This design comes from an exercise in tuning for small area, a short achievable clock period and few clock cycles on the open sky130 flow, not from production work. Only simulation tests tie the RTL to the original design; equivalence was not proved.

==> build 74: inputs <==
## Milestone_1
module Milestone_1 (
   input  logic            Clock_50,
   input  logic            Resetn,
   input  logic            Initialize,
   input  logic   [15:0]   SRAM_read_data,
   output logic   [17:0]   SRAM_address,
   output logic   [15:0]   SRAM_write_data,
   output logic            SRAM_we_n,
   output logic            sim_done
);
==> flow/config.mk <==
export PLATFORM = sky130hd
export DESIGN_NAME = Milestone_1
export DESIGN_NICKNAME = Milestone_1
export VERILOG_FILES = /design/flow/design.v
export SDC_FILE = /design/flow/constraint.sdc
export NUM_CORES = 4
export LEC_CHECK = 0
export CAP_MARGIN = 20
export CORE_MARGIN = 2
export CORE_UTILIZATION = 40
export SLEW_MARGIN = 20
==> flow/constraint.sdc <==
create_clock -name core_clock -period 14.0 [get_ports {Clock_50}]
set_input_delay 2.8000 -clock core_clock [delete_from_list [all_inputs] [get_ports {Clock_50}]]
set_output_delay 2.8000 -clock core_clock [all_outputs]
set_load 0.01 [all_outputs]
run.sh (not shown) runs the stock make flow with config.mk's settings and CLKGATE_MAP_FILE= SYNTH_SCRIPT=/design/flow/synth_recipe.tcl, a recipe that flattens the netlist after the stock synthesis.
==> build 96 (differences from build 74) <==
==> flow/flow/run.sh (new file) <==
#!/bin/bash
# Standard ORFS layout (the standard.sh, standard synthesis script) with a
# larger setup margin for OpenROAD's timing repair, so that repair works the
# design's own paths below the 14 ns constraint. The SDC is unchanged.
set -euo pipefail
MARGIN=$(cat flow/setup_margin.txt)
bash standard.sh SETUP_SLACK_MARGIN=$MARGIN finish > flow_make.log 2>&1
==> flow/flow/setup_margin.txt (new file) <==
9
==> flow/standard.sh (new file) <==
#!/bin/bash
# synth_recipe.tcl (not shown) runs the flow's synth.tcl, then flattens the netlist and writes it again
# the make line also repeats each setting of config.mk as NAME=value (left out here)
make -C /OpenROAD-flow-scripts/flow DESIGN_CONFIG=/design/flow/config.mk WORK_HOME=/design/flow/orfs CLKGATE_MAP_FILE= SYNTH_SCRIPT=/design/flow/synth_recipe.tcl "${@:-finish}"
removed: flow/run.sh
==> qor summary <==
quantity                                                        build 96    build 74
Final Cell Area                                                28300 µm²   27000 µm²
Met3 track demand over resource in global routing                  3.43%       2.13%
Number of buffers created by CTS                                      38          39
Maximum fanout along the worst path                                    6          48
Met3 Wirelength                                                  3280 µm     2050 µm
Post-DP HPWL                                                    46000 µm    46700 µm
Run status                              no timing/DRC/antenna violations  no timing/DRC/antenna violations
R2r setup slk                                                    8.58 ns     7.66 ns
RSZ-0062 raised after global routing                                true       false
Worst-Skew Late Latency                                          0.57 ns     0.58 ns
Global-route track usage on met1                                   27.0%       27.6%
Maximum number of pins on one net before global-route repair          61          63
Testbench counts of build 74, summed over its fixed seeds: cycles 776,648.
Testbench counts of build 96, summed over its fixed seeds: cycles 776,648.

---

==> inputs of v22 <==
Milestone_1, a different RTL version from the one above (not shown whole).
Settings: LEC_CHECK=0, ABC_CLOCK_PERIOD_IN_PS=4000, CAP_MARGIN=20, CORE_MARGIN=2, CORE_UTILIZATION=40, SETUP_SLACK_MARGIN=5, SLEW_MARGIN=20; clock period 14.0 ns.
Stock flow here: none of the scripts above is used.
==> inputs of v16, as changes to v22 <==
==> flow/flow/run.sh (new file) <==
#!/bin/bash
# Standard ORFS layout (the standard.sh, standard synthesis script) with a
# larger setup margin for OpenROAD's timing repair, so that repair works the
# design's own paths below the 14 ns constraint. The SDC is unchanged.
set -euo pipefail
MARGIN=$(cat flow/setup_margin.txt)
bash standard.sh SETUP_SLACK_MARGIN=$MARGIN finish > flow_make.log 2>&1
==> flow/flow/setup_margin.txt (new file) <==
7
==> flow/standard.sh (new file) <==
#!/bin/bash
# synth_recipe.tcl (not shown) runs the flow's synth.tcl, then flattens the netlist and writes it again
# the make line also repeats each setting of config.mk as NAME=value (left out here)
make -C /OpenROAD-flow-scripts/flow DESIGN_CONFIG=/design/flow/config.mk WORK_HOME=/design/flow/orfs CLKGATE_MAP_FILE= SYNTH_SCRIPT=/design/flow/synth_recipe.tcl "${@:-finish}"
--- a/flow/config.mk
+++ b/flow/config.mk
@@ -6,8 +6,6 @@
 export NUM_CORES = 4
 export LEC_CHECK = 0
-export ABC_CLOCK_PERIOD_IN_PS = 4000
 export CAP_MARGIN = 20
 export CORE_MARGIN = 2
 export CORE_UTILIZATION = 40
-export SETUP_SLACK_MARGIN = 5
 export SLEW_MARGIN = 20
removed: flow/run.sh
==> inputs of v27, as changes to v22 <==
--- a/flow/config.mk
+++ b/flow/config.mk
@@ -6,8 +6,6 @@
 export NUM_CORES = 4
 export LEC_CHECK = 0
-export ABC_CLOCK_PERIOD_IN_PS = 4000
 export CAP_MARGIN = 20
 export CORE_MARGIN = 2
 export CORE_UTILIZATION = 40
-export SETUP_SLACK_MARGIN = 5
 export SLEW_MARGIN = 20
==> comparison <==
v22 finished with timing, DRC and antenna clean. v16 finished clean. v27 passed the timing, DRC and antenna checks.
Via count is the same in v27 and v22.
In final area, v22 and v27 do not differ.
In cell count, v22 and v27 do not differ.
==> figures <==
| quantity | v16 | v27 | v22 |
|---|---|---|---|
| Run status | complete, no violations | complete, no violations | complete, no violations |
| Combined global-route utilization of all metal layers | 21.3% | 21.2% | 21.2% |
| Sum of met2 wire segment lengths after detailed routing | 30900 µm | 30800 µm | 30800 µm |
| NumNets Final | 2748 | 2745 | 2745 |
| Met1 track utilization from global routing | 27.5% | 27.4% | 27.4% |
| Number of DRC markers after the initial detailed-route iteration | 1205 | 1255 | 1255 |
| Fraction of area in non-clock buffers | 2.97% | 2.72% | 2.72% |
| Actual transition at the worst max-transition pin | 1100 ps | 1110 ps | 1110 ps |
| Worst reg2reg path depth | 21 | 20 | 20 |
Testbench counts of v22, summed over its fixed seeds: cycles 776,644.
Testbench counts of v16, summed over its fixed seeds: cycles 776,644.
Testbench counts of v27, summed over its fixed seeds: cycles 776,644.

-- what the ideal ports hide --
No port has a modelled driver above. Below, the same layouts with a new extraction and two added sets of constraints. Step 1 sets driving cells, clkbuf_16 on the clock port and buf_2 on the other inputs (assumed; they add their load-dependent delay and slew). Step 2, shift: input delay + t, output delay - t, t = (earliest + latest rising clock arrival at the registers) / 2. This alone moves slack from input paths to output paths. Slacks: no drivers / after step 1 / after step 2; pairs: no drivers / after step 1.
run | t (ns) | slack for setup (ns) | clock arrival spread, ns | worst register clock-pin slew, ns
build 74 | 0.625 | 7.657 / 7.657 / 7.657 | 0.029 / 0.028 | 0.07 / 0.07
build 96 | 0.615 | 8.583 / 8.583 / 8.583 | 0.031 / 0.031 | 0.07 / 0.07
v22 | 0.635 | 6.627 / 6.627 / 6.627 | 0.023 / 0.024 | 0.07 / 0.07
v16 | 0.637 | 7.344 / 7.344 / 7.344 | 0.026 / 0.027 | 0.07 / 0.07
v27 | 0.635 | 6.627 / 6.627 / 6.627 | 0.023 / 0.024 | 0.07 / 0.07
After both steps setup and hold are still met in every run listed.
